Context: an optimization exercise on an open-source flow, tuned for small area. The choices shown serve that exercise and are no tape-out recipe. Function was checked by simulation only, so behaviour that the tests miss may differ from the original. No activity file was given, so power comes from the tool's default toggle rates.

==> job 8854: inputs <==
Design screen, start of the top module:
module screen(input wire clk, input wire rst, output [3:0] vgaRed, output [3:0] vgaGreen,
    output [3:0] vgaBlue, output hsync, output vsync,
    input [2:0] color, input [3:0] blockcommand, input isenter, input choosing,
    input [4:0] keyboardcommand, input ischanged, input auto, output [15:0] led, output isdone);
==> flow/config.mk <==
export PLATFORM = sky130hd
export DESIGN_NAME = screen
export DESIGN_NICKNAME = screen
export VERILOG_FILES = /design/flow/design.v
export SDC_FILE = /design/flow/constraint.sdc
export NUM_CORES = 8
export LEC_CHECK = 0
export CAP_MARGIN = 0
export CORE_MARGIN = 2
export CORE_UTILIZATION = 45
export CTS_BUF_LIST = sky130_fd_sc_hd__clkbuf_4
export PLACE_DENSITY = 0.6
export SLEW_MARGIN = 0
==> flow/constraint.sdc <==
create_clock -name core_clock -period 16.0 [get_ports {clk}]
set_input_delay 3.2000 -clock core_clock [delete_from_list [all_inputs] [get_ports {clk}]]
set_output_delay 3.2000 -clock core_clock [all_outputs]
set_load 0.01 [all_outputs]
standard.sh (not shown) runs the stock make flow with config.mk's settings and CLKGATE_MAP_FILE= SYNTH_SCRIPT=/design/flow/synth_recipe.tcl, a recipe that flattens the netlist after the stock synthesis.
==> flow/flow/run.sh <==
#!/bin/bash
# Own layout flow: the standard synthesis, then an area re-mapping of the
# combinational logic (flip-flops untouched), then the standard flow from
# floorplan to finish with a lighter clock tree and port buffers.
set -euo pipefail
W=$(pwd)
F=$W/flow
YOSYS=${FLOW_HOME}/../tools/install/yosys/bin/yosys
[[ -x $YOSYS ]] || YOSYS=yosys
PLAT=${FLOW_PLATFORM:-sky130hd}
LIB=${FLOW_HOME}/platforms/$PLAT/lib/sky130_fd_sc_hd__tt_025C_1v80.lib
R=$W/orfs/results/$PLAT/screen/base

# 1. standard synthesis
bash standard.sh synth > $W/log_1_synth.txt 2>&1

# 2. area re-mapping of the logic between the flip-flops
cp $R/1_2_yosys.v $W/std_1_2_yosys.v
DU=$(sed -n '/DONT_USE_CELLS/,/^$/p' ${FLOW_HOME}/platforms/$PLAT/config.mk | grep -o 'sky130_fd_sc_hd__[A-Za-z0-9_]*' | sed 's/^/-dont_use /' | tr '\n' ' ')
sed -e "s|@LIB@|$LIB|g" -e "s|@IN@|$W/std_1_2_yosys.v|" -e "s|@TOP@|${FLOW_TOP:-screen}|" \
    -e "s|@ABC@|$F/area.abc|" -e "s|@OUT@|$W/reopt_1_2_yosys.v|g" -e "s|@DONTUSE@|$DU|" $F/reopt.ys > $W/reopt.ys
$YOSYS -s $W/reopt.ys > $W/log_2_reopt.txt 2>&1
cp $W/reopt_1_2_yosys.v $R/1_2_yosys.v
touch $R/1_2_yosys.v

# 3. the standard flow from the re-mapped netlist
bash standard.sh \
  "CTS_ARGS=-sink_clustering_enable -repair_clock_nets -buf_list sky130_fd_sc_hd__clkbuf_4 -dont_use_dummy_load -sink_clustering_size 6 -sink_clustering_max_diameter 60" \
  "BUFFER_PORTS_ARGS=-buffer_cell sky130_fd_sc_hd__buf_1" \
  finish > $W/log_3_finish.txt 2>&1
==> flow/flow/area.abc <==
&get -n
&deepsyn -T 120
&put
&get -n
&st
&dch
&nf -R 1000 -a -p
&put
mfs2
&get -n
&deepsyn -T 120
&put
&get -n
&st
&dch
&nf -R 1000 -a -p
&put
mfs2
&get -n
&deepsyn -T 120
&put
&get -n
&st
&dch
&nf -R 1000 -a -p
&put
mfs2
&get -n
&deepsyn -T 120
&put
&get -n
&st
&dch
&nf -R 1000 -a -p
&put
mfs2
&get -n
&st
&dch
&nf -R 1000 -a -p
&put
mfs2
&get -n
&st
&dch
&nf -R 1000 -a -p
&put
mfs2
&get -n
&st
&dch
&nf -R 1000 -a -p
&put
topo
==> flow/flow/reopt.ys <==
# Re-map the standard synthesis's logic for area. The flip-flop cells are kept as
# they are (blackboxes: same instances, names and cell types); only the
# combinational cells between them are rebuilt by ABC.
read_liberty -ignore_miss_func @LIB@
blackbox sky130_fd_sc_hd__df* sky130_fd_sc_hd__edf* sky130_fd_sc_hd__sdf* sky130_fd_sc_hd__sedf* sky130_fd_sc_hd__dl*
read_verilog @IN@
hierarchy -top @TOP@
flatten
opt -purge
abc -liberty @LIB@ @DONTUSE@ -script @ABC@
read_liberty -lib -overwrite -ignore_miss_func @LIB@
opt_clean -purge
setundef -zero
hilomap -singleton -hicell sky130_fd_sc_hd__conb_1 HI -locell sky130_fd_sc_hd__conb_1 LO
splitnets
opt_clean -purge
insbuf -buf sky130_fd_sc_hd__buf_1 A X
check -assert -mapped
tee -o @OUT@.stat stat -liberty @LIB@
write_verilog -noattr -nohex -nodec @OUT@
==> inputs of job 2375, as changes to job 8854 <==
==> flow/flow/area.abc (replaced) <==
&get -n
&deepsyn -T 120
&put
strash
dch
map -a
mfs2
strash
&get -n
&deepsyn -T 120
&put
strash
dch
map -a
mfs2
strash
&get -n
&deepsyn -T 120
&put
strash
dch
map -a
mfs2
strash
&get -n
&deepsyn -T 120
&put
strash
dch
map -a
mfs2
strash
dch
map -a
topo
--- a/flow/flow/reopt.ys
+++ b/flow/flow/reopt.ys
@@ -14,7 +14,7 @@
 hilomap -singleton -hicell sky130_fd_sc_hd__conb_1 HI -locell sky130_fd_sc_hd__conb_1 LO
 splitnets
 opt_clean -purge
-insbuf -buf sky130_fd_sc_hd__buf_1 A X
+insbuf -buf sky130_fd_sc_hd__buf_4 A X
 check -assert -mapped
 tee -o @OUT@.stat stat -liberty @LIB@
 write_verilog -noattr -nohex -nodec @OUT@
==> comparison table <==
quantity	job 8854	job 2375
Status	timing/DRC/antenna clean	timing/DRC/antenna clean
Maximum frequency from static timing analysis	82.1 MHz	94.5 MHz
Final clock skew	0.138 ns	0.136 ns
Rows	72	73
Fraction of layout instances using a drive strength above 1	5.60%	3.80%
Total routing resource utilization after global routing	38.6%	43.6%
Clock edge transition at the registers on the reported setup and hold paths	0.07 ns	0.08 ns
Final period demand of the worst path	12.18 ns	10.58 ns
Routability cong.	1.04	1.09
Worst-case headroom to the max-slew limit	18.5%	13.4%
Share of total power in sequential cells	58.4%	35.9%
Total area of multi-input combinational cells	12100 sq um	10900 sq um
Non-Clock Inverter Count	34	504
Post-Syn Area	17600 sq um	18300 sq um
Worst R2R End	cub1.b[13]$_DFF_P_	cub1.b[66]$_DFF_P_

## separate check: timing with driven ports
In the flow no input, the clock included, has a driving cell. The finished layouts below were timed again as built, in two steps.
Step 1 assumes that a clkbuf_16 drives the clock port and a buf_2 every other input.
Step 2 adds t to the input delays and takes it off the output delays; t is the mean of the earliest and latest rising clock arrival at the registers after step 1. Input paths then give back, and output paths get back, about the clock's delay inside the block.
Slacks: no drivers / after step 1 / after step 2; pairs: no drivers / after step 1.
run | t, ns | setup WS [ns] | hold slack, ns
job 8854 | 0.831 | 3.817 / 3.763 / 4.594 | 0.458 / 0.458 / 0.458
job 2375 | 0.855 | 5.420 / 5.368 / 5.620 | 0.413 / 0.413 / 0.413
After both steps setup and hold are still met in every run listed.
